Background: an optimization exercise with open tools, aiming at small area and a short achievable clock period. Do not read the settings as production practice.
For this run, only the layout was checked, not whether the RTL still works.

==> flow/design.v <==
module izhneuron_verilog(clk, rst, en, WE, Addr, AER_BUS, Weight, spike_out);
input wire clk;
input wire rst;
input wire en;
input wire WE;
input wire [3:0] Addr;
input wire [3:0] AER_BUS;
input wire [10:0] Weight;
output wire spike_out;
reg [10:0] mem0, mem1, mem2, mem3;
reg [3:0] valid;                  
reg [10:0] wout, acc, I;
reg [13:0] N, t;              
wire sel0 = ~rst & valid[0] & (AER_BUS == 4'd0);
wire sel1 = ~rst & valid[1] & (AER_BUS == 4'd1);
wire sel2 = ~rst & valid[2] & (AER_BUS == 4'd2);
wire sel3 = ~rst & valid[3] & (AER_BUS == 4'd3);
wire [10:0] rdg = ({11{sel0}} & mem0) | ({11{sel1}} & mem1) | ({11{sel2}} & mem2) | ({11{sel3}} & mem3);
wire sm0 = acc[0] ^ wout[0];
wire sc0 = acc[0] & wout[0];
wire sm1 = acc[1] ^ wout[1] ^ sc0;
wire sc1 = (acc[1] & wout[1]) | (acc[1] & sc0) | (wout[1] & sc0);
wire sm2 = acc[2] ^ wout[2] ^ sc1;
wire sc2 = (acc[2] & wout[2]) | (acc[2] & sc1) | (wout[2] & sc1);
wire sm3 = acc[3] ^ wout[3] ^ sc2;
wire sc3 = (acc[3] & wout[3]) | (acc[3] & sc2) | (wout[3] & sc2);
wire sm4 = acc[4] ^ wout[4] ^ sc3;
wire sc4 = (acc[4] & wout[4]) | (acc[4] & sc3) | (wout[4] & sc3);
wire sm5 = acc[5] ^ wout[5] ^ sc4;
wire sc5 = (acc[5] & wout[5]) | (acc[5] & sc4) | (wout[5] & sc4);
wire sm6 = acc[6] ^ wout[6] ^ sc5;
wire sc6 = (acc[6] & wout[6]) | (acc[6] & sc5) | (wout[6] & sc5);
wire sm7 = acc[7] ^ wout[7] ^ sc6;
wire sc7 = (acc[7] & wout[7]) | (acc[7] & sc6) | (wout[7] & sc6);
wire sm8 = acc[8] ^ wout[8] ^ sc7;
wire sc8 = (acc[8] & wout[8]) | (acc[8] & sc7) | (wout[8] & sc7);
wire sm9 = acc[9] ^ wout[9] ^ sc8;
wire sc9 = (acc[9] & wout[9]) | (acc[9] & sc8) | (wout[9] & sc8);
wire sm10 = acc[10] ^ wout[10] ^ sc9;
wire sc10 = (acc[10] & wout[10]) | (acc[10] & sc9) | (wout[10] & sc9);
wire [10:0] sum = {sm10, sm9, sm8, sm7, sm6, sm5, sm4, sm3, sm2, sm1, sm0};
wire [10:0] I_next = en ? sum : I;
wire [10:0] In = {~I[10], I[9:0]};                              
wire [10:0] Inn = {~I_next[10], I_next[9:0]};
wire g1 = N[0] & t[2];
wire p2 = N[0] | t[2];
wire g3 = N[1] & t[3];
wire p4 = N[1] | t[3];
wire g5 = N[2] & t[4];
wire p6 = N[2] | t[4];
wire g7 = N[3] & t[5];
wire p8 = N[3] | t[5];
wire g9 = N[4] & t[6];
wire p10 = N[4] | t[6];
wire g11 = N[5] & t[7];
wire p12 = N[5] | t[7];
wire G13 = g3 | (p4 & g1);
wire P14 = p4 & p2;
wire G15 = g7 | (p8 & g5);
wire P16 = p8 & p6;
wire G17 = g11 | (p12 & g9);
wire P18 = p12 & p10;
wire G19 = g5 | (p6 & G13);
wire P20 = p6 & P14;
wire G21 = G15 | (P16 & G13);
wire P22 = P16 & P14;
wire G23 = g9 | (p10 & G21);
wire P24 = p10 & P22;
wire G25 = G17 | (P18 & G21);
wire P26 = P18 & P22;
wire cdv6 = G25;
wire dvs0 = t[8] ^ N[6] ^ cdv6;
wire dvc0 = (t[8] & N[6]) | (t[8] & cdv6) | (N[6] & cdv6);
wire dvs1 = t[9] ^ N[7] ^ dvc0;
wire dvc1 = (t[9] & N[7]) | (t[9] & dvc0) | (N[7] & dvc0);
wire dvs2 = t[10] ^ N[8] ^ dvc1;
wire dvc2 = (t[10] & N[8]) | (t[10] & dvc1) | (N[8] & dvc1);
wire dvs3 = t[11] ^ N[9] ^ dvc2;
wire dvc3 = (t[11] & N[9]) | (t[11] & dvc2) | (N[9] & dvc2);
wire dvs4 = t[12] ^ N[10] ^ dvc3;
wire dvc4 = (t[12] & N[10]) | (t[12] & dvc3) | (N[10] & dvc3);
wire dvs5 = t[13] ^ N[11] ^ dvc4;
wire dvc5 = (t[13] & N[11]) | (t[13] & dvc4) | (N[11] & dvc4);
wire dvs6 = t[13] ^ N[12] ^ dvc5;
wire dvc6 = (t[13] & N[12]) | (t[13] & dvc5) | (N[12] & dvc5);
wire dvs7 = t[13] ^ N[13] ^ dvc6;
wire [7:0] d = {dvs7, dvs6, dvs5, dvs4, dvs3, dvs2, dvs1, dvs0};
wire nas0 = N[0] ^ ~d[0] ^ 1'b1;
wire nac0 = (N[0] & ~d[0]) | (N[0] & 1'b1) | (~d[0] & 1'b1);
wire nas1 = N[1] ^ ~d[1] ^ nac0;
wire nac1 = (N[1] & ~d[1]) | (N[1] & nac0) | (~d[1] & nac0);
wire nas2 = N[2] ^ ~d[2] ^ nac1;
wire nac2 = (N[2] & ~d[2]) | (N[2] & nac1) | (~d[2] & nac1);
wire nas3 = N[3] ^ ~d[3] ^ nac2;
wire nac3 = (N[3] & ~d[3]) | (N[3] & nac2) | (~d[3] & nac2);
wire nas4 = N[4] ^ ~d[4] ^ nac3;
wire nac4 = (N[4] & ~d[4]) | (N[4] & nac3) | (~d[4] & nac3);
wire nas5 = N[5] ^ ~d[5] ^ nac4;
wire nac5 = (N[5] & ~d[5]) | (N[5] & nac4) | (~d[5] & nac4);
wire nas6 = N[6] ^ ~d[6] ^ nac5;
wire nac6 = (N[6] & ~d[6]) | (N[6] & nac5) | (~d[6] & nac5);
wire nas7 = N[7] ^ ~d[7] ^ nac6;
wire nac7 = (N[7] & ~d[7]) | (N[7] & nac6) | (~d[7] & nac6);
wire nas8 = N[8] ^ ~d[7] ^ nac7;
wire nac8 = (N[8] & ~d[7]) | (N[8] & nac7) | (~d[7] & nac7);
wire nas9 = N[9] ^ ~d[7] ^ nac8;
wire nac9 = (N[9] & ~d[7]) | (N[9] & nac8) | (~d[7] & nac8);
wire nas10 = N[10] ^ ~d[7] ^ nac9;
wire nac10 = (N[10] & ~d[7]) | (N[10] & nac9) | (~d[7] & nac9);
wire nas11 = N[11] ^ ~d[7] ^ nac10;
wire nac11 = (N[11] & ~d[7]) | (N[11] & nac10) | (~d[7] & nac10);
wire nas12 = N[12] ^ ~d[7] ^ nac11;
wire nac12 = (N[12] & ~d[7]) | (N[12] & nac11) | (~d[7] & nac11);
wire nas13 = N[13] ^ ~d[7] ^ nac12;
wire [13:0] N0a = {nas13, nas12, nas11, nas10, nas9, nas8, nas7, nas6, nas5, nas4, nas3, nas2, nas1, nas0};
wire p0_1 = t[0] & t[1];
wire p0_2 = t[0] & t[2];
wire p0_3 = t[0] & t[3];
wire p0_4 = t[0] & t[4];
wire p0_5 = t[0] & t[5];
wire p0_6 = t[0] & t[6];
wire p0_7 = t[0] & t[7];
wire p0_8 = t[0] & t[8];
wire p0_9 = t[0] & t[9];
wire p0_10 = t[0] & t[10];
wire p1_2 = t[1] & t[2];
wire p1_3 = t[1] & t[3];
wire p1_4 = t[1] & t[4];
wire p1_5 = t[1] & t[5];
wire p1_6 = t[1] & t[6];
wire p1_7 = t[1] & t[7];
wire p1_8 = t[1] & t[8];
wire p1_9 = t[1] & t[9];
wire p1_10 = t[1] & t[10];
wire p2_3 = t[2] & t[3];
wire p2_4 = t[2] & t[4];
wire p2_5 = t[2] & t[5];
wire p2_6 = t[2] & t[6];
wire p2_7 = t[2] & t[7];
wire p2_8 = t[2] & t[8];
wire p2_9 = t[2] & t[9];
wire p2_10 = t[2] & t[10];
wire p3_4 = t[3] & t[4];
wire p3_5 = t[3] & t[5];
wire p3_6 = t[3] & t[6];
wire p3_7 = t[3] & t[7];
wire p3_8 = t[3] & t[8];
wire p3_9 = t[3] & t[9];
wire p3_10 = t[3] & t[10];
wire p4_5 = t[4] & t[5];
wire p4_6 = t[4] & t[6];
wire p4_7 = t[4] & t[7];
wire p4_8 = t[4] & t[8];
wire p4_9 = t[4] & t[9];
wire p4_10 = t[4] & t[10];
wire p5_6 = t[5] & t[6];
wire p5_7 = t[5] & t[7];
wire p5_8 = t[5] & t[8];
wire p5_9 = t[5] & t[9];
wire p5_10 = t[5] & t[10];
wire p6_7 = t[6] & t[7];
wire p6_8 = t[6] & t[8];
wire p6_9 = t[6] & t[9];
wire p6_10 = t[6] & t[10];
wire p7_8 = t[7] & t[8];
wire p7_9 = t[7] & t[9];
wire p7_10 = t[7] & t[10];
wire p8_9 = t[8] & t[9];
wire p8_10 = t[8] & t[10];
wire p9_10 = t[9] & t[10];
wire n0 = ~(t[11] & t[0]);
wire n1 = ~(t[11] & t[1]);
wire n2 = ~(t[11] & t[2]);
wire n3 = ~(t[11] & t[3]);
wire n4 = ~(t[11] & t[4]);
wire n5 = ~(t[11] & t[5]);
wire n6 = ~(t[11] & t[6]);
wire n7 = ~(t[11] & t[7]);
wire n8 = ~(t[11] & t[8]);
wire n9 = ~(t[11] & t[9]);
wire s27 = t[2] ^ p0_3 ^ p1_2;
wire k28 = (t[2] & p0_3) | (t[2] & p1_2) | (p0_3 & p1_2);
wire s29 = t[3] ^ p0_5 ^ p1_4;
wire k30 = (t[3] & p0_5) | (t[3] & p1_4) | (p0_5 & p1_4);
wire s31 = p0_6 ^ p1_5 ^ p2_4;
wire k32 = (p0_6 & p1_5) | (p0_6 & p2_4) | (p1_5 & p2_4);
wire s33 = 1'b1 ^ In[0] ^ N[0];
wire k34 = (1'b1 & In[0]) | (1'b1 & N[0]) | (In[0] & N[0]);
wire s35 = t[4] ^ p0_7 ^ p1_6;
wire k36 = (t[4] & p0_7) | (t[4] & p1_6) | (p0_7 & p1_6);
wire s37 = 1'b1 ^ In[1] ^ N[1];
wire k38 = (1'b1 & In[1]) | (1'b1 & N[1]) | (In[1] & N[1]);
wire s39 = p0_8 ^ p1_7 ^ p2_6;
wire k40 = (p0_8 & p1_7) | (p0_8 & p2_6) | (p1_7 & p2_6);
wire s41 = In[2] ^ N[2] ^ t[5];
wire k42 = (In[2] & N[2]) | (In[2] & t[5]) | (N[2] & t[5]);
wire s43 = p0_9 ^ p1_8 ^ p2_7;
wire k44 = (p0_9 & p1_8) | (p0_9 & p2_7) | (p1_8 & p2_7);
wire s45 = 1'b1 ^ In[3] ^ N[3];
wire k46 = (1'b1 & In[3]) | (1'b1 & N[3]) | (In[3] & N[3]);
wire s47 = p0_10 ^ p1_9 ^ p2_8;
wire k48 = (p0_10 & p1_9) | (p0_10 & p2_8) | (p1_9 & p2_8);
wire s49 = 1'b1 ^ In[4] ^ N[4];
wire k50 = (1'b1 & In[4]) | (1'b1 & N[4]) | (In[4] & N[4]);
wire s51 = t[6] ^ n0 ^ p1_10;
wire k52 = (t[6] & n0) | (t[6] & p1_10) | (n0 & p1_10);
wire s53 = p2_9 ^ p3_8 ^ p4_7;
wire k54 = (p2_9 & p3_8) | (p2_9 & p4_7) | (p3_8 & p4_7);
wire s55 = In[5] ^ N[5] ^ n1;
wire k56 = (In[5] & N[5]) | (In[5] & n1) | (N[5] & n1);
wire s57 = p2_10 ^ p3_9 ^ p4_8;
wire k58 = (p2_10 & p3_9) | (p2_10 & p4_8) | (p3_9 & p4_8);
wire s59 = In[6] ^ N[6] ^ t[7];
wire k60 = (In[6] & N[6]) | (In[6] & t[7]) | (N[6] & t[7]);
wire s61 = n2 ^ p3_10 ^ p4_9;
wire k62 = (n2 & p3_10) | (n2 & p4_9) | (p3_10 & p4_9);
wire s63 = In[7] ^ N[7] ^ n3;
wire k64 = (In[7] & N[7]) | (In[7] & n3) | (N[7] & n3);
wire s65 = p4_10 ^ p5_9 ^ p6_8;
wire k66 = (p4_10 & p5_9) | (p4_10 & p6_8) | (p5_9 & p6_8);
wire s67 = In[8] ^ N[8] ^ t[8];
wire k68 = (In[8] & N[8]) | (In[8] & t[8]) | (N[8] & t[8]);
wire s69 = n4 ^ p5_10 ^ p6_9;
wire k70 = (n4 & p5_10) | (n4 & p6_9) | (p5_10 & p6_9);
wire s71 = In[9] ^ N[9] ^ n5;
wire k72 = (In[9] & N[9]) | (In[9] & n5) | (N[9] & n5);
wire s73 = In[10] ^ N[10] ^ t[9];
wire k74 = (In[10] & N[10]) | (In[10] & t[9]) | (N[10] & t[9]);
wire s75 = n6 ^ p7_10 ^ p8_9;
wire k76 = (n6 & p7_10) | (n6 & p8_9) | (p7_10 & p8_9);
wire s77 = 1'b1 ^ N[11] ^ n7;
wire k78 = (1'b1 & N[11]) | (1'b1 & n7) | (N[11] & n7);
wire s79 = 1'b1 ^ N[12] ^ t[10];
wire k80 = (1'b1 & N[12]) | (1'b1 & t[10]) | (N[12] & t[10]);
wire s81 = 1'b1 ^ N[13] ^ n9;
wire k82 = (1'b1 & N[13]) | (1'b1 & n9) | (N[13] & n9);
wire s83 = p0_4 ^ p1_3 ^ k28;
wire k84 = (p0_4 & p1_3) | (p0_4 & k28) | (p1_3 & k28);
wire s85 = p2_5 ^ p3_4 ^ s33;
wire k86 = (p2_5 & p3_4) | (p2_5 & s33) | (p3_4 & s33);
wire s87 = p3_5 ^ k34 ^ s37;
wire k88 = (p3_5 & k34) | (p3_5 & s37) | (k34 & s37);
wire s89 = p3_6 ^ p4_5 ^ k38;
wire k90 = (p3_6 & p4_5) | (p3_6 & k38) | (p4_5 & k38);
wire s91 = s41 ^ k40 ^ s43;
wire k92 = (s41 & k40) | (s41 & s43) | (k40 & s43);
wire s93 = p3_7 ^ p4_6 ^ k42;
wire k94 = (p3_7 & p4_6) | (p3_7 & k42) | (p4_6 & k42);
wire s95 = s45 ^ k44 ^ s47;
wire k96 = (s45 & k44) | (s45 & s47) | (k44 & s47);
wire s97 = p5_6 ^ k46 ^ s49;
wire k98 = (p5_6 & k46) | (p5_6 & s49) | (k46 & s49);
wire s99 = k48 ^ s51 ^ s53;
wire k100 = (k48 & s51) | (k48 & s53) | (s51 & s53);
wire s101 = p5_7 ^ k50 ^ k52;
wire k102 = (p5_7 & k50) | (p5_7 & k52) | (k50 & k52);
wire s103 = k54 ^ s55 ^ s57;
wire k104 = (k54 & s55) | (k54 & s57) | (s55 & s57);
wire s105 = p5_8 ^ p6_7 ^ s59;
wire k106 = (p5_8 & p6_7) | (p5_8 & s59) | (p6_7 & s59);
wire s107 = k56 ^ k58 ^ s61;
wire k108 = (k56 & k58) | (k56 & s61) | (k58 & s61);
wire s109 = k60 ^ k62 ^ s63;
wire k110 = (k60 & k62) | (k60 & s63) | (k62 & s63);
wire s111 = p7_8 ^ s67 ^ k64;
wire k112 = (p7_8 & s67) | (p7_8 & k64) | (s67 & k64);
wire s113 = p6_10 ^ p7_9 ^ k68;
wire k114 = (p6_10 & p7_9) | (p6_10 & k68) | (p7_9 & k68);
wire s115 = s73 ^ k72 ^ s75;
wire k116 = (s73 & k72) | (s73 & s75) | (k72 & s75);
wire s117 = p8_10 ^ k74 ^ k76;
wire k118 = (p8_10 & k74) | (p8_10 & k76) | (k74 & k76);
wire s119 = n8 ^ p9_10 ^ s79;
wire k120 = (n8 & p9_10) | (n8 & s79) | (p9_10 & s79);
wire s121 = p2_3 ^ s29 ^ k84;
wire k122 = (p2_3 & s29) | (p2_3 & k84) | (s29 & k84);
wire s123 = k32 ^ s35 ^ s85;
wire k124 = (k32 & s35) | (k32 & s85) | (s35 & s85);
wire s125 = k36 ^ s39 ^ k86;
wire k126 = (k36 & s39) | (k36 & k86) | (s39 & k86);
wire s127 = k88 ^ s89 ^ s91;
wire k128 = (k88 & s89) | (k88 & s91) | (s89 & s91);
wire s129 = k90 ^ s93 ^ k92;
wire k130 = (k90 & s93) | (k90 & k92) | (s93 & k92);
wire s131 = k94 ^ s97 ^ k96;
wire k132 = (k94 & s97) | (k94 & k96) | (s97 & k96);
wire s133 = k98 ^ k100 ^ s101;
wire k134 = (k98 & k100) | (k98 & s101) | (k100 & s101);
wire s135 = s105 ^ k102 ^ k104;
wire k136 = (s105 & k102) | (s105 & k104) | (k102 & k104);
wire s137 = s65 ^ k106 ^ k108;
wire k138 = (s65 & k106) | (s65 & k108) | (k106 & k108);
wire s139 = k66 ^ s69 ^ k110;
wire k140 = (k66 & s69) | (k66 & k110) | (s69 & k110);
wire s141 = k70 ^ s71 ^ s113;
wire k142 = (k70 & s71) | (k70 & s113) | (s71 & s113);
wire s143 = s77 ^ k116 ^ s117;
wire k144 = (s77 & k116) | (s77 & s117) | (k116 & s117);
wire s145 = k78 ^ s119 ^ k118;
wire k146 = (k78 & s119) | (k78 & k118) | (s119 & k118);
wire s147 = k80 ^ s81 ^ k120;
wire k148 = (k80 & s81) | (k80 & k120) | (s81 & k120);
wire s149 = k30 ^ s31;
wire k150 = k30 & s31;
wire s151 = s87 ^ k124;
wire k152 = s87 & k124;
wire s153 = k126 ^ s127;
wire k154 = k126 & s127;
wire s155 = s95 ^ k128 ^ s129;
wire k156 = (s95 & k128) | (s95 & s129) | (k128 & s129);
wire s157 = s99 ^ k130 ^ s131;
wire k158 = (s99 & k130) | (s99 & s131) | (k130 & s131);
wire s159 = s103 ^ k132 ^ s133;
wire k160 = (s103 & k132) | (s103 & s133) | (k132 & s133);
wire s161 = s107 ^ k134 ^ s135;
wire k162 = (s107 & k134) | (s107 & s135) | (k134 & s135);
wire s163 = s109 ^ k136 ^ s137;
wire k164 = (s109 & k136) | (s109 & s137) | (k136 & s137);
wire s165 = s111 ^ k138 ^ s139;
wire k166 = (s111 & k138) | (s111 & s139) | (k138 & s139);
wire s167 = k112 ^ s141 ^ k140;
wire k168 = (k112 & s141) | (k112 & k140) | (s141 & k140);
wire s169 = k114 ^ s115 ^ k142;
wire k170 = (k114 & s115) | (k114 & k142) | (s115 & k142);
wire g171 = t[0] & 1'b0;
wire p172 = t[0] | 1'b0;
wire g173 = 1'b0 & 1'b0;
wire p174 = 1'b0 | 1'b0;
wire g175 = t[1] & p0_1;
wire p176 = t[1] | p0_1;
wire g177 = p0_2 & 1'b0;
wire p178 = p0_2 | 1'b0;
wire g179 = s27 & 1'b0;
wire p180 = s27 | 1'b0;
wire g181 = s83 & 1'b0;
wire p182 = s83 | 1'b0;
wire g183 = s121 & 1'b0;
wire p184 = s121 | 1'b0;
wire g185 = s149 & k122;
wire p186 = s149 | k122;
wire G187 = g173 | (p174 & g171);
wire P188 = p174 & p172;
wire G189 = g177 | (p178 & g175);
wire P190 = p178 & p176;
wire G191 = g181 | (p182 & g179);
wire P192 = p182 & p180;
wire G193 = g185 | (p186 & g183);
wire P194 = p186 & p184;
wire G195 = g175 | (p176 & G187);
wire P196 = p176 & P188;
wire G197 = G189 | (P190 & G187);
wire P198 = P190 & P188;
wire G199 = g183 | (p184 & G191);
wire P200 = p184 & P192;
wire G201 = G193 | (P194 & G191);
wire P202 = P194 & P192;
wire G203 = g179 | (p180 & G197);
wire P204 = p180 & P198;
wire G205 = G191 | (P192 & G197);
wire P206 = P192 & P198;
wire G207 = G199 | (P200 & G197);
wire P208 = P200 & P198;
wire G209 = G201 | (P202 & G197);
wire P210 = P202 & P198;
wire lc8 = G209;
wire s211 = k150 ^ s123;
wire k212 = k150 & s123;
wire s213 = s125 ^ s151;
wire k214 = s125 & s151;
wire s215 = k152 ^ s153;
wire k216 = k152 & s153;
wire s217 = k154 ^ s155;
wire k218 = k154 & s155;
wire s219 = k156 ^ s157;
wire k220 = k156 & s157;
wire s221 = k158 ^ s159;
wire k222 = k158 & s159;
wire s223 = k160 ^ s161;
wire k224 = k160 & s161;
wire s225 = k162 ^ s163;
wire k226 = k162 & s163;
wire s227 = k164 ^ s165;
wire k228 = k164 & s165;
wire s229 = k166 ^ s167;
wire k230 = k166 & s167;
wire s231 = s169 ^ k168;
wire k232 = s169 & k168;
wire s233 = s143 ^ k170;
wire k234 = s143 & k170;
wire s235 = k144 ^ s145;
wire k236 = k144 & s145;
wire s237 = s147 ^ k146;
wire k238 = s147 & k146;
wire g239 = s211 & lc8;
wire x241 = s211 ^ lc8;
wire g242 = k212 & s213;
wire x244 = k212 ^ s213;
wire g245 = k214 & s215;
wire x247 = k214 ^ s215;
wire g248 = k216 & s217;
wire x250 = k216 ^ s217;
wire g251 = k218 & s219;
wire x253 = k218 ^ s219;
wire g254 = k220 & s221;
wire x256 = k220 ^ s221;
wire g257 = k222 & s223;
wire x259 = k222 ^ s223;
wire g260 = k224 & s225;
wire x262 = k224 ^ s225;
wire g263 = k226 & s227;
wire x265 = k226 ^ s227;
wire g266 = s229 & k228;
wire x268 = s229 ^ k228;
wire g269 = s231 & k230;
wire x271 = s231 ^ k230;
wire g272 = s233 & k232;
wire x274 = s233 ^ k232;
wire g275 = s235 & k234;
wire x277 = s235 ^ k234;
wire g278 = s237 & k236;
wire x280 = s237 ^ k236;
wire o281 = s211 | lc8;
wire o282 = k212 | s213;
wire o283 = k214 | s215;
wire o284 = k216 | s217;
wire o285 = k218 | s219;
wire o286 = k220 | s221;
wire o287 = k222 | s223;
wire o288 = k224 | s225;
wire o289 = k226 | s227;
wire o290 = s229 | k228;
wire o291 = s231 | k230;
wire o292 = s233 | k232;
wire o293 = s235 | k234;
wire G294 = g242 | (o282 & g239);
wire P295 = o282 & o281;
wire G296 = g248 | (o284 & g245);
wire P297 = o284 & o283;
wire G298 = g254 | (o286 & g251);
wire P299 = o286 & o285;
wire G300 = g260 | (o288 & g257);
wire P301 = o288 & o287;
wire G302 = g266 | (o290 & g263);
wire P303 = o290 & o289;
wire G304 = g272 | (o292 & g269);
wire P305 = o292 & o291;
wire G306 = g245 | (o283 & G294);
wire P307 = o283 & P295;
wire G308 = G296 | (P297 & G294);
wire P309 = P297 & P295;
wire G310 = g257 | (o287 & G298);
wire P311 = o287 & P299;
wire G312 = G300 | (P301 & G298);
wire P313 = P301 & P299;
wire G314 = g269 | (o291 & G302);
wire P315 = o291 & P303;
wire G316 = G304 | (P305 & G302);
wire P317 = P305 & P303;
wire G318 = g251 | (o285 & G308);
wire P319 = o285 & P309;
wire G320 = G298 | (P299 & G308);
wire P321 = P299 & P309;
wire G322 = G310 | (P311 & G308);
wire P323 = P311 & P309;
wire G324 = G312 | (P313 & G308);
wire P325 = P313 & P309;
wire G326 = g275 | (o293 & G316);
wire P327 = o293 & P317;
wire G328 = g263 | (o289 & G324);
wire P329 = o289 & P325;
wire G330 = G302 | (P303 & G324);
wire P331 = P303 & P325;
wire G332 = G314 | (P315 & G324);
wire P333 = P315 & P325;
wire G334 = G316 | (P317 & G324);
wire P335 = P317 & P325;
wire G336 = G326 | (P327 & G324);
wire P337 = P327 & P325;
wire wsn = x280 ^ G336;
wire s338 = 1'b1 ^ ~In[0] ^ k150;
wire k339 = (1'b1 & ~In[0]) | (1'b1 & k150) | (~In[0] & k150);
wire s340 = 1'b1 ^ ~In[1] ^ s125;
wire k341 = (1'b1 & ~In[1]) | (1'b1 & s125) | (~In[1] & s125);
wire s342 = 1'b1 ^ ~In[2] ^ k152;
wire k343 = (1'b1 & ~In[2]) | (1'b1 & k152) | (~In[2] & k152);
wire s344 = 1'b1 ^ ~In[3] ^ k154;
wire k345 = (1'b1 & ~In[3]) | (1'b1 & k154) | (~In[3] & k154);
wire s346 = 1'b1 ^ ~In[4] ^ k156;
wire k347 = (1'b1 & ~In[4]) | (1'b1 & k156) | (~In[4] & k156);
wire s348 = ~In[5] ^ k158 ^ s159;
wire k349 = (~In[5] & k158) | (~In[5] & s159) | (k158 & s159);
wire s350 = 1'b1 ^ ~In[6] ^ k160;
wire k351 = (1'b1 & ~In[6]) | (1'b1 & k160) | (~In[6] & k160);
wire s352 = ~In[7] ^ k162 ^ s163;
wire k353 = (~In[7] & k162) | (~In[7] & s163) | (k162 & s163);
wire s354 = 1'b1 ^ ~In[8] ^ k164;
wire k355 = (1'b1 & ~In[8]) | (1'b1 & k164) | (~In[8] & k164);
wire s356 = 1'b1 ^ ~In[9] ^ k166;
wire k357 = (1'b1 & ~In[9]) | (1'b1 & k166) | (~In[9] & k166);
wire s358 = ~In[10] ^ s169 ^ k168;
wire k359 = (~In[10] & s169) | (~In[10] & k168) | (s169 & k168);
wire s360 = 1'b1 ^ s143 ^ k170;
wire k361 = (1'b1 & s143) | (1'b1 & k170) | (s143 & k170);
wire s362 = 1'b1 ^ k144 ^ s145;
wire k363 = (1'b1 & k144) | (1'b1 & s145) | (k144 & s145);
wire s364 = 1'b1 ^ s147 ^ k146;
wire k365 = (1'b1 & s147) | (1'b1 & k146) | (s147 & k146);
wire s366 = s123 ^ s338;
wire k367 = s123 & s338;
wire s368 = k339 ^ s151 ^ s340;
wire k369 = (k339 & s151) | (k339 & s340) | (s151 & s340);
wire s370 = k341 ^ s153 ^ s342;
wire k371 = (k341 & s153) | (k341 & s342) | (s153 & s342);
wire s372 = s155 ^ k343 ^ s344;
wire k373 = (s155 & k343) | (s155 & s344) | (k343 & s344);
wire s374 = s157 ^ k345 ^ s346;
wire k375 = (s157 & k345) | (s157 & s346) | (k345 & s346);
wire s376 = k347 ^ s348;
wire k377 = k347 & s348;
wire s378 = s161 ^ s350 ^ k349;
wire k379 = (s161 & s350) | (s161 & k349) | (s350 & k349);
wire s380 = k351 ^ s352;
wire k381 = k351 & s352;
wire s382 = s165 ^ s354 ^ k353;
wire k383 = (s165 & s354) | (s165 & k353) | (s354 & k353);
wire s384 = s167 ^ k355 ^ s356;
wire k385 = (s167 & k355) | (s167 & s356) | (k355 & s356);
wire s386 = k357 ^ s358;
wire k387 = k357 & s358;
wire s388 = s360 ^ k359;
wire k389 = s360 & k359;
wire s390 = s362 ^ k361;
wire k391 = s362 & k361;
wire s392 = s364 ^ k363;
wire k393 = s364 & k363;
wire s394 = s366 ^ lc8 ^ ~d[0];
wire k395 = (s366 & lc8) | (s366 & ~d[0]) | (lc8 & ~d[0]);
wire s396 = k367 ^ s368 ^ ~d[1];
wire k397 = (k367 & s368) | (k367 & ~d[1]) | (s368 & ~d[1]);
wire s398 = k369 ^ s370 ^ ~d[2];
wire k399 = (k369 & s370) | (k369 & ~d[2]) | (s370 & ~d[2]);
wire s400 = k371 ^ s372 ^ ~d[3];
wire k401 = (k371 & s372) | (k371 & ~d[3]) | (s372 & ~d[3]);
wire s402 = k373 ^ s374 ^ ~d[4];
wire k403 = (k373 & s374) | (k373 & ~d[4]) | (s374 & ~d[4]);
wire s404 = s376 ^ k375 ^ ~d[5];
wire k405 = (s376 & k375) | (s376 & ~d[5]) | (k375 & ~d[5]);
wire s406 = k377 ^ s378 ^ ~d[6];
wire k407 = (k377 & s378) | (k377 & ~d[6]) | (s378 & ~d[6]);
wire s408 = s380 ^ k379 ^ d[7];
wire k409 = (s380 & k379) | (s380 & d[7]) | (k379 & d[7]);
wire s410 = k381 ^ s382 ^ Inn[8];
wire k411 = (k381 & s382) | (k381 & Inn[8]) | (s382 & Inn[8]);
wire s412 = k383 ^ s384 ^ Inn[9];
wire k413 = (k383 & s384) | (k383 & Inn[9]) | (s384 & Inn[9]);
wire s414 = s386 ^ k385 ^ Inn[10];
wire k415 = (s386 & k385) | (s386 & Inn[10]) | (k385 & Inn[10]);
wire s416 = Inn[1] ^ k395 ^ s396;
wire k417 = (Inn[1] & k395) | (Inn[1] & s396) | (k395 & s396);
wire s418 = Inn[2] ^ k397 ^ s398;
wire k419 = (Inn[2] & k397) | (Inn[2] & s398) | (k397 & s398);
wire s420 = Inn[3] ^ k399 ^ s400;
wire k421 = (Inn[3] & k399) | (Inn[3] & s400) | (k399 & s400);
wire s422 = Inn[4] ^ k401 ^ s402;
wire k423 = (Inn[4] & k401) | (Inn[4] & s402) | (k401 & s402);
wire s424 = Inn[5] ^ k403 ^ s404;
wire k425 = (Inn[5] & k403) | (Inn[5] & s404) | (k403 & s404);
wire s426 = Inn[6] ^ k405 ^ s406;
wire k427 = (Inn[6] & k405) | (Inn[6] & s406) | (k405 & s406);
wire s428 = Inn[7] ^ k407 ^ s408;
wire k429 = (Inn[7] & k407) | (Inn[7] & s408) | (k407 & s408);
wire s430 = s388 ^ k387 ^ k415;
wire k431 = (s388 & k387) | (s388 & k415) | (k387 & k415);
wire s432 = ~spk ^ k421;
wire k433 = ~spk & k421;
wire s434 = k423 ^ s424;
wire k435 = k423 & s424;
wire s436 = ~spk ^ k425 ^ s426;
wire k437 = (~spk & k425) | (~spk & s426) | (k425 & s426);
wire s438 = k427 ^ s428;
wire k439 = k427 & s428;
wire s440 = k409 ^ s410 ^ k429;
wire k441 = (k409 & s410) | (k409 & k429) | (s410 & k429);
wire s442 = k411 ^ s412;
wire k443 = k411 & s412;
wire s444 = k413 ^ s414;
wire k445 = k413 & s414;
wire s446 = s390 ^ k389;
wire k447 = s390 & k389;
wire s448 = s392 ^ k391;
wire k449 = s392 & k391;
wire g450 = Inn[0] & s394;
wire x452 = Inn[0] ^ s394;
wire g453 = s416 & 1'b0;
wire x455 = s416 ^ 1'b0;
wire g456 = k417 & s418;
wire x458 = k417 ^ s418;
wire g459 = k419 & s420;
wire x461 = k419 ^ s420;
wire g462 = s422 & s432;
wire x464 = s422 ^ s432;
wire g465 = k433 & s434;
wire x467 = k433 ^ s434;
wire g468 = k435 & s436;
wire x470 = k435 ^ s436;
wire g471 = s438 & k437;
wire x473 = s438 ^ k437;
wire g474 = k439 & s440;
wire x476 = k439 ^ s440;
wire g477 = s442 & k441;
wire x479 = s442 ^ k441;
wire g480 = k443 & s444;
wire x482 = k443 ^ s444;
wire g483 = k445 & s430;
wire x485 = k445 ^ s430;
wire g486 = s446 & k431;
wire x488 = s446 ^ k431;
wire g489 = s448 & k447;
wire x491 = s448 ^ k447;
wire G492 = g453 | (x455 & g450);
wire P493 = x455 & x452;
wire G494 = g459 | (x461 & g456);
wire P495 = x461 & x458;
wire G496 = g465 | (x467 & g462);
wire P497 = x467 & x464;
wire G498 = g471 | (x473 & g468);
wire P499 = x473 & x470;
wire G500 = g477 | (x479 & g474);
wire P501 = x479 & x476;
wire G502 = g483 | (x485 & g480);
wire P503 = x485 & x482;
wire G504 = g489 | (x491 & g486);
wire P505 = x491 & x488;
wire G506 = g456 | (x458 & G492);
wire P507 = x458 & P493;
wire G508 = G494 | (P495 & G492);
wire P509 = P495 & P493;
wire G510 = g468 | (x470 & G496);
wire P511 = x470 & P497;
wire G512 = G498 | (P499 & G496);
wire P513 = P499 & P497;
wire G514 = g480 | (x482 & G500);
wire P515 = x482 & P501;
wire G516 = G502 | (P503 & G500);
wire P517 = P503 & P501;
wire G518 = g462 | (x464 & G508);
wire P519 = x464 & P509;
wire G520 = G496 | (P497 & G508);
wire P521 = P497 & P509;
wire G522 = G510 | (P511 & G508);
wire P523 = P511 & P509;
wire G524 = G512 | (P513 & G508);
wire P525 = P513 & P509;
wire G526 = g486 | (x488 & G516);
wire P527 = x488 & P517;
wire G528 = G504 | (P505 & G516);
wire P529 = P505 & P517;
wire G530 = g474 | (x476 & G524);
wire P531 = x476 & P525;
wire G532 = G500 | (P501 & G524);
wire P533 = P501 & P525;
wire G534 = G514 | (P515 & G524);
wire P535 = P515 & P525;
wire G536 = G516 | (P517 & G524);
wire P537 = P517 & P525;
wire G538 = G526 | (P527 & G524);
wire P539 = P527 & P525;
wire G540 = G528 | (P529 & G524);
wire P541 = P529 & P525;
wire [13:0] y;
assign y[0] = x452 ^ 1'b0;
assign y[1] = x455 ^ g450;
assign y[2] = x458 ^ G492;
assign y[3] = x461 ^ G506;
assign y[4] = x464 ^ G508;
assign y[5] = x467 ^ G518;
assign y[6] = x470 ^ G520;
assign y[7] = x473 ^ G522;
assign y[8] = x476 ^ G524;
assign y[9] = x479 ^ G530;
assign y[10] = x482 ^ G532;
assign y[11] = x485 ^ G534;
assign y[12] = x488 ^ G536;
assign y[13] = x491 ^ G538;
wire nns0 = N0a[4] ^ spk ^ 1'b0;
wire nnc0 = (N0a[4] & spk) | (N0a[4] & 1'b0) | (spk & 1'b0);
wire nns1 = N0a[5] ^ spk ^ nnc0;
wire nnc1 = (N0a[5] & spk) | (N0a[5] & nnc0) | (spk & nnc0);
wire nns2 = N0a[6] ^ 1'b0 ^ nnc1;
wire nnc2 = (N0a[6] & 1'b0) | (N0a[6] & nnc1) | (1'b0 & nnc1);
wire nns3 = N0a[7] ^ spk ^ nnc2;
wire nnc3 = (N0a[7] & spk) | (N0a[7] & nnc2) | (spk & nnc2);
wire nns4 = N0a[8] ^ spk ^ nnc3;
wire nnc4 = (N0a[8] & spk) | (N0a[8] & nnc3) | (spk & nnc3);
wire nns5 = N0a[9] ^ spk ^ nnc4;
wire nnc5 = (N0a[9] & spk) | (N0a[9] & nnc4) | (spk & nnc4);
wire nns6 = N0a[10] ^ spk ^ nnc5;
wire nnc6 = (N0a[10] & spk) | (N0a[10] & nnc5) | (spk & nnc5);
wire nns7 = N0a[11] ^ spk ^ nnc6;
wire nnc7 = (N0a[11] & spk) | (N0a[11] & nnc6) | (spk & nnc6);
wire nns8 = N0a[12] ^ spk ^ nnc7;
wire nnc8 = (N0a[12] & spk) | (N0a[12] & nnc7) | (spk & nnc7);
wire nns9 = N0a[13] ^ spk ^ nnc8;
wire [13:0] N_next = {nns9, nns8, nns7, nns6, nns5, nns4, nns3, nns2, nns1, nns0, N0a[3:0]};
wire signed [13:0] ts = t;
wire f = ts < -14'sd1285;               
wire spk = f | ~wsn;
assign spike_out = ~rst & spk;
wire g = ~y[13] & (y[12:0] > 13'd1068);
wire [13:0] t_next = (rst | f | g) ? 14'd118 : y;    
always @(posedge clk) begin
	if (WE && Addr[3:2] == 2'b00) begin
		case (Addr[1:0])
			2'd0: mem0 <= Weight;
			2'd1: mem1 <= Weight;
			2'd2: mem2 <= Weight;
			default: mem3 <= Weight;
		endcase
	end
	if (rst || !WE) wout <= rdg;
	t <= t_next;
	if (rst) begin
		valid <= 4'b0000;
		acc <= 11'd0; I <= 11'd0;
		N <= 14'd16112;
	end else begin
		if (WE && Addr[3:2] == 2'b00) valid[Addr[1:0]] <= 1'b1;
		acc <= en ? 11'd0 : sum;
		I <= I_next;
		N <= N_next;
	end
end
endmodule
==> flow/flow/run.sh <==
#!/bin/bash
# Standard ORFS layout of the standard synthesis, with these changes in how it is made:
#  - after synthesis, flow/polar.py re-polarises full adders (FA(~a,~b,~c) =
#    ~FA(a,b,c)) to drop inverters; the registers and the function are unchanged;
#  - the gate driving spike_out takes the reset from the reset port's buffer
#    directly, not through the reset's fan-out buffers (flow/post_grt.tcl);
set -e
cp standard.sh standard.sh.log
export SETUP_SLACK_MARGIN=${FLOW_SETUP_MARGIN:-12}
export BUFFER_PORTS_ARGS="-buffer_cell sky130_fd_sc_hd__buf_2"
# after global routing: the reset input of spike_out's gate is fed straight from
# the reset port's buffer (flow/post_grt.tcl)
export POST_GLOBAL_ROUTE_TCL=$(pwd)/flow/post_grt.tcl
bash standard.sh synth > synth.log 2>&1
R=orfs/results/sky130hd/izhneuron_verilog/base
cp $R/1_2_yosys.v yosys_netlist_before_polar.v.log
python3 flow/polar.py $R/1_2_yosys.v $R/1_2_yosys.polar.v > polar.log 2>&1
mv $R/1_2_yosys.polar.v $R/1_2_yosys.v
rm -f $R/1_synth.odb
bash standard.sh > standard.log 2>&1
==> flow/flow/polar.py <==
#!/usr/bin/env python3
"""Re-polarise full adders in a mapped sky130hd netlist to remove inverters.

A full adder is self-dual: FA(~a, ~b, ~c) = (~sum, ~cout). Flipping an adder
complements what its inputs must carry and what its outputs carry, so the
inverters around it can move or vanish. Likewise a gate with a complementary
cell (and2/nand2, or2/nor2, xor2/xnor2, ...) can be swapped for it with its
output's polarity flipped. A simulated-annealing search picks the flips that
leave the least inverter and gate area. The netlist's function is unchanged.
usage: polar.py in.v out.v
"""
import re
import sys
import random
from collections import defaultdict

src = open(sys.argv[1]).read()
cell_re = re.compile(r'^(\s*)(sky130_fd_sc_hd__\w+)\s+(\\\S+\s|\S+)\s*\((.*?)\);\n', re.S | re.M)
pin_re = re.compile(r'\.(\w+)\(\s*([^()]*?)\s*\)')
OUTPINS = {'X', 'Y', 'SUM', 'COUT', 'Q', 'Q_N', 'HI', 'LO'}

cells = []
for m in cell_re.finditer(src):
    pins = [(p, n) for p, n in pin_re.findall(m.group(4))]
    cells.append({'span': m.span(), 'ind': m.group(1), 'type': m.group(2), 'name': m.group(3), 'pins': pins})

outports = set()
for m in re.finditer(r'^\s*output\s+(\[[^\]]*\]\s*)?([^;]+);', src, re.M):
    rng, names = m.group(1), m.group(2)
    for nm in names.split(','):
        nm = nm.strip()
        if rng:
            hi, lo = map(int, re.findall(r'-?\d+', rng))
            for i in range(min(hi, lo), max(hi, lo) + 1):
                outports.add(f"{nm}[{i}]")
        else:
            outports.add(nm)

def is_inv(c):
    return re.match(r'sky130_fd_sc_hd__(inv|clkinv)_\d+$', c['type']) is not None

def is_fa(c):
    return re.match(r'sky130_fd_sc_hd__fa_\d+$', c['type']) is not None

# inverters that can be dissolved: input and output both internal nets
inv_of = {}   # output net -> input net
dissolve = set()
for i, c in enumerate(cells):
    if is_inv(c):
        d = dict(c['pins'])
        if d['Y'] not in outports:
            inv_of[d['Y']] = d['A']
            dissolve.add(i)

def root(net):
    p = 0
    while net in inv_of:
        net = inv_of[net]
        p ^= 1
    return net, p

COMP = {}
for a, b in [('and2', 'nand2'), ('or2', 'nor2'), ('and3', 'nand3'), ('or3', 'nor3'),
             ('and4', 'nand4'), ('or4', 'nor4'), ('xor2', 'xnor2')]:
    for d in ('0', '1', '2', '4'):
        COMP[f'sky130_fd_sc_hd__{a}_{d}'] = f'sky130_fd_sc_hd__{b}_{d}'
        COMP[f'sky130_fd_sc_hd__{b}_{d}'] = f'sky130_fd_sc_hd__{a}_{d}'
libsrc = open('/OpenROAD-flow-scripts/flow/platforms/sky130hd/lib/sky130_fd_sc_hd__tt_025C_1v80.lib').read() if len(sys.argv) < 4 else open(sys.argv[3]).read()
AREA = {m.group(1): float(m.group(2)) for m in re.finditer(r'cell \("(sky130_fd_sc_hd__\w+)"\)\s*\{.*?\barea\s*:\s*([\d.]+)', libsrc, re.S)}
OUTMAP = {}   # pin names of the complementary cell
for k in list(COMP):
    if k not in AREA or COMP[k] not in AREA:
        del COMP[k]

def is_gate_flip(c):
    return c['type'] in COMP and all(p in ('A', 'B', 'C', 'D', 'X', 'Y') for p, _ in c['pins'])

driver_fa = {}  # net -> flippable cell index
for i, c in enumerate(cells):
    if is_fa(c):
        for p, n in c['pins']:
            if p in ('SUM', 'COUT'):
                driver_fa[n] = i
    elif is_gate_flip(c):
        for p, n in c['pins']:
            if p in ('X', 'Y'):
                driver_fa[n] = i

# consumers: (cell index, pin, root, parity wanted in original terms)
cons = []
for i, c in enumerate(cells):
    if i in dissolve:
        continue
    for p, n in c['pins']:
        if p in OUTPINS:
            continue
        r, par = root(n)
        cons.append((i, p, r, par))
# output ports driven through dissolved inverters need the driving literal too:
# none, since inverters on output ports are kept.

fas = [i for i, c in enumerate(cells) if is_fa(c)]
gates = [i for i, c in enumerate(cells) if is_gate_flip(c)]
flip = {i: 0 for i in fas + gates}
fa_set = set(fas)

def phys(r):
    i = driver_fa.get(r)
    return flip[i] if i is not None else 0

def need(con):
    i, p, r, par = con
    want = par ^ (flip[i] if i in fa_set else 0)
    return r, want ^ phys(r)    # 1: consumer needs the complement of the physical net

INV = AREA['sky130_fd_sc_hd__inv_1']

def garea(i):
    c = cells[i]
    return AREA[COMP[c['type']]] if flip[i] else AREA[c['type']]

def cost():
    s = set()
    for con in cons:
        r, w = need(con)
        if w:
            s.add(r)
    return INV * len(s) + sum(garea(i) for i in gates)

by_root = defaultdict(list)
for k, con in enumerate(cons):
    by_root[con[2]].append(k)
fa_roots = defaultdict(set)
for k, con in enumerate(cons):
    if con[0] in flip:
        fa_roots[con[0]].add(con[2])
for i in fas + gates:
    for p, n in cells[i]['pins']:
        if p in ('SUM', 'COUT', 'X', 'Y'):
            fa_roots[i].add(n)

def local(rs, i):
    t = 0
    for r in rs:
        if any(need(cons[k])[1] for k in by_root[r]):
            t += INV
    if i in flip and i not in fa_set:
        t += garea(i)
    return t

best = cost()
start = best
random.seed(1)
import math
order = fas + gates
cur = best
best_flip = dict(flip)
T0, T1, steps = 4.0, 0.05, 60000
for step in range(steps):
    T = T0 * (T1 / T0) ** (step / steps)
    i = order[random.randrange(len(order))]
    rs = fa_roots[i]
    before = local(rs, i)
    flip[i] ^= 1
    after = local(rs, i)
    dlt = after - before
    if dlt <= 0 or random.random() < math.exp(-dlt / T):
        cur += dlt
        if cur < best - 1e-9:
            best = cur
            best_flip = dict(flip)
    else:
        flip[i] ^= 1
flip.update(best_flip)
# greedy polish
while True:
    improved = False
    for i in order:
        rs = fa_roots[i]
        before = local(rs, i)
        flip[i] ^= 1
        if local(rs, i) < before - 1e-9:
            improved = True
        else:
            flip[i] ^= 1
    if not improved:
        break
final = cost()

# rewrite
inv_net = {}
new_cells = []
k = 0
def esc(n):
    return n + " " if n.startswith("\\") else n


def inverted(r):
    global k
    if r not in inv_net:
        k += 1
        inv_net[r] = f"_pol{k}_"
        new_cells.append(f"  sky130_fd_sc_hd__inv_1 _polinv{k}_ (\n    .A({esc(r)}),\n    .Y(_pol{k}_)\n  );\n")
    return inv_net[r]

newpins = defaultdict(dict)
for con in cons:
    i, p, r, par = con
    rr, w = need(con)
    newpins[i][p] = inverted(rr) if w else rr

out = []
pos = 0
for i, c in enumerate(cells):
    a, b = c['span']
    out.append(src[pos:a])
    pos = b
    if i in dissolve:
        continue
    ctype = COMP[c['type']] if (i in flip and i not in fa_set and flip[i]) else c['type']
    pins = []
    outpin = None
    if ctype != c['type']:
        outpin = 'Y' if re.search(r'__(nand|nor|xnor)', ctype) else 'X'
    for p, n in c['pins']:
        if outpin and p in ('X', 'Y'):
            p2 = outpin
        else:
            p2 = p
        pins.append((p2, newpins[i].get(p, n)))
    body = ",\n".join(f"    .{p}({esc(n)})" for p, n in pins)
    out.append(f"{c['ind']}{ctype} {c['name']}{'' if c['name'].endswith(' ') else ' '}(\n{body}\n  );\n")
tail = src[pos:]
ei = tail.rindex('endmodule')
out.append(tail[:ei])
out.extend(new_cells)
out.append(tail[ei:])
res = "".join(out)
# declare the new nets after the module header's last wire declaration
decl = "".join(f"  wire _pol{j}_;\n" for j in range(1, k + 1))
m = list(re.finditer(r'^\s*wire [^;]*;\n', res, re.M))
p = m[-1].end()
res = res[:p] + decl + res[p:]
open(sys.argv[2], 'w').write(res)
sys.stderr.write(f"polar: {len(fas)} adders, {len(gates)} gates, {sum(flip.values())} flipped, "
                 f"{len(dissolve)} inverters removed, {k} added (cost {start:.1f} -> {final:.1f})\n")
==> flow/flow/post_grt.tcl <==
# Feed the reset input of the gate that drives spike_out straight from the reset
# port's input buffer, ahead of the buffers that spread the reset to the
# registers: spike_out is cleared by the reset in the same cycle, so that input
# is on the design's shortest input-to-output path.
proc my_driver_inst { net } {
  foreach it [$net getITerms] {
    if { [$it isOutputSignal] } { return [$it getInst] }
  }
  return ""
}
proc my_is_buf { inst } {
  set m [[$inst getMaster] getName]
  return [regexp {^sky130_fd_sc_hd__(buf|clkbuf)_\d+$} $m]
}
set block [ord::get_db_block]
set rstnet [$block findNet rst]
set ibuf ""
foreach it [$rstnet getITerms] {
  if { [$it isInputSignal] } { set ibuf [$it getInst] }
}
set sonet [$block findNet spike_out]
set obuf [my_driver_inst $sonet]
if { $ibuf ne "" && $obuf ne "" && [my_is_buf $ibuf] && [my_is_buf $obuf] } {
  set ibuf_net [[$ibuf findITerm X] getNet]
  set gate [my_driver_inst [[$obuf findITerm A] getNet]]
  foreach it [$gate getITerms] {
    if { ![$it isInputSignal] } { continue }
    set n [$it getNet]
    if { $n eq "NULL" || $n eq "" } { continue }
    if { [$n getName] eq [$ibuf_net getName] } { continue }
    # follow non-inverting buffers back towards the reset input buffer
    set cur $n
    set hops 0
    while { $hops < 8 } {
      set d [my_driver_inst $cur]
      if { $d eq "" || ![my_is_buf $d] } { break }
      set cur [[$d findITerm A] getNet]
      incr hops
      if { [$cur getName] eq [$ibuf_net getName] } { break }
    }
    if { $hops > 0 && [$cur getName] eq [$ibuf_net getName] } {
      puts "post_grt: [$gate getName]/[[$it getMTerm] getName] moved from [$n getName] to [$ibuf_net getName]"
      global_route -start_incremental
      $it disconnect
      $it connect $ibuf_net
      global_route -end_incremental
      write_guides $::env(RESULTS_DIR)/route.guide
    }
  }
}
==> flow/standard.sh <==
#!/bin/bash
# synth_recipe.tcl (not shown) runs the flow's synth.tcl, then flattens the netlist and writes it again
# the make line also repeats each setting of config.mk as NAME=value (left out here)
make -C /OpenROAD-flow-scripts/flow DESIGN_CONFIG=/design/flow/config.mk WORK_HOME=/design/flow/orfs CLKGATE_MAP_FILE= SYNTH_SCRIPT=/design/flow/synth_recipe.tcl "${@:-finish}"
==> flow/config.mk <==
export PLATFORM = sky130hd
export DESIGN_NAME = izhneuron_verilog
export DESIGN_NICKNAME = izhneuron_verilog
export VERILOG_FILES = /design/flow/design.v
export SDC_FILE = /design/flow/constraint.sdc
export NUM_CORES = 4
export LEC_CHECK = 0
export CAP_MARGIN = 20
export CORE_MARGIN = 2
export CORE_UTILIZATION = 40
export SLEW_MARGIN = 20
==> flow/constraint.sdc <==
create_clock -name core_clock -period 21.0 [get_ports {clk}]
set_input_delay 4.2000 -clock core_clock [delete_from_list [all_inputs] [get_ports {clk}]]
set_output_delay 4.2000 -clock core_clock [all_outputs]
set_load 0.01 [all_outputs]
==> results.sh <==
export IMPL_cp_max_fo=3
export IMPL_critPathArrivalTime_ns=4.76
export IMPL_hpwl_um=14500
export IMPL_cts_tree="done"
export IMPL_diodes=0
export IMPL_nNetsFinal=975
export IMPL_maxCapViolations=0
export IMPL_final_instance_count_excl_fill=1035
export IMPL_drive_above_1_share=0.182
export IMPL_period_needed_ns=8.96
export IMPL_dieArea_um2=21900
export IMPL_top_layer="met4"
export IMPL_syn_to_final_growth_pct=14.9
export IMPL_critPathRequiredTime_ns=16.80
export IMPL_cts_root_buffer="clkbuf_16"
export IMPL_met2RoutedLength_um=9550
export IMPL_slew_violations=0
export IMPL_yosys_warnings=1
export IMPL_clock_latency_ns=0.36
export IMPL_worst_pin_slew_ns=0.766
export IMPL_ctsHtreeMaxLevel=3
export IMPL_place_inst=986
export IMPL_outcome="finished clean"
export IMPL_nFillCells=1896
export IMPL_met1Wirelength_um=7730
export IMPL_hold_class="flip-flop to flip-flop"
export IMPL_grt_pass1_vias=5835
export IMPL_rows=52
export IMPL_finalCritPeriodShare=0.427
export IMPL_grt_total_usage=0.183
export IMPL_final_common_cell="fa_1"
export IMPL_end_kind="output pin"
export IMPL_critical_path_class="flip-flop to output pin"
export IMPL_dieHeight_um=148
export IMPL_multi_input_area_um2=5330
export IMPL_drt_total_wl_um=18500
export IMPL_ctsLongestPathBuffers=2
export IMPL_final_hold_viol_count=0
export IMPL_ant_nets=0
export IMPL_synthesis_area_um2=8310
export IMPL_die_x_um=148
export IMPL_clkTransAtPathRegs_ns=0.08
export IMPL_layout_common_cells="fa_1, inv_1, nand2_1"
export IMPL_route_vias_total=5315
export IMPL_top_regs="N (14), t (14)"
export IMPL_viasPerCell=5.14
export IMPL_overflow=0
export IMPL_setup_violations_final=0
export IMPL_grt_max_degree=23
export IMPL_max_freq_mhz=112
export IMPL_initial_utilization=0.409
export IMPL_place_congestion=0.881
export IMPL_cts_sinks=109
export IMPL_postCtsHoldBufs=0
export IMPL_fin_skew_ns=0.00919
export IMPL_avgSynthCellArea_um2=11.7
export IMPL_detail_route_wl_per_cell_um=17.9
export IMPL_cts_made_buffers=9
export IMPL_cts_resized_gates=60
export IMPL_slew_headroom=0.489
export IMPL_ios=24
export IMPL_drt_first_iter_violations=292
export IMPL_synth_nets=926
export IMPL_grt_antenna_before_repair=0
export IMPL_postSynthCellCount=711
export IMPL_fin_setup_tns_ns=0
export IMPL_cts_setup_buffers=30
export IMPL_met3WireLength_um=795
export IMPL_drc=0
export IMPL_io_buffers=23
export IMPL_startpoint_type="flip-flop"
export IMPL_drtPass1Iterations=4
export IMPL_grt_pass1_wl_um=30800
export IMPL_core_area_um2=20300
export IMPL_layout_area_seq_um2=2780
## final timing paths
| kind | end | cells past startpoint | slack (ns) | from |
|---|---|---|---|---|
| setup / recovery | spike_out | 16 | 12.04 | t[8] |
| hold / removal | valid[2] | 2 | 0.48 | valid[2] |
| setup reg to reg | N[13] | 30 | 12.42 | t[8] |
| hold reg to reg | valid[2] | 2 | 0.48 | valid[2] |
## per-stage QoR
stage          area [um^2]  setup slack [ns]  hold WS (ns)  utilization
3_3_place_gp          8710             11.58         0.461        0.429
2_1_floorplan         8310             12.33         0.431            -
3_5_place_dp          8710             11.53         0.465        0.429
4_1_cts               9450             12.02         0.483        0.465
6_report              9550             12.04         0.475        0.470
## critical path, stage by stage (launching register included)
cell	delay (ns)
dfxtp_4	0.36
buf_4	0.15
buf_4	0.13
nand2_1	0.08
fa_1	0.43
fa_1	0.38
inv_1	0.09
fa_1	0.43
fa_1	0.60
ha_4	0.24
o22ai_4	0.15
nor3_1	0.08
o21a_1	0.19
a221o_1	0.32
or4b_4	0.50
and3_4	0.17
buf_6	0.11
## per-layer routing
layer	up-vias	track usage
met5	-	0
met2	98	0.316
li1	2452	-
met4	0	0.0543
met3	28	0.0298
met1	2737	0.239
## cell type report
type / count / area share
well taps: 270 / 0.0354
clock buffers: 9 / 0.0236
repair buffers: 59 / 0.0428
flip-flops and latches: 109 / 0.291
clock inverters: 7 / 0.0107
multi-input cells: 486 / 0.558
inverters: 95 / 0.0381

-- what the ideal ports hide --
In the flow no input, the clock included, has a driving cell. The finished layout below was timed again as built, in two steps.
Step 1: set_driving_cell puts a clkbuf_16 on clk and a buf_2 on each other input, an assumption about the parent block.
Step 2 also shifts input and output timing later by t, the mid clock arrival at the registers, as if the neighbouring blocks saw the same clock.
Slacks: ideal / step 1 / step 2; pairs: ideal / step 1.
t (ns): 0.399
setup slack, ns: 12.041 / 11.996 / 11.996
slew at the worst register clock pin (ns): 0.08 / 0.08
After both steps this run still meets setup and hold. The setup slack of this run moves by -0.045 ns with the drivers and by -0.045 ns with both steps.
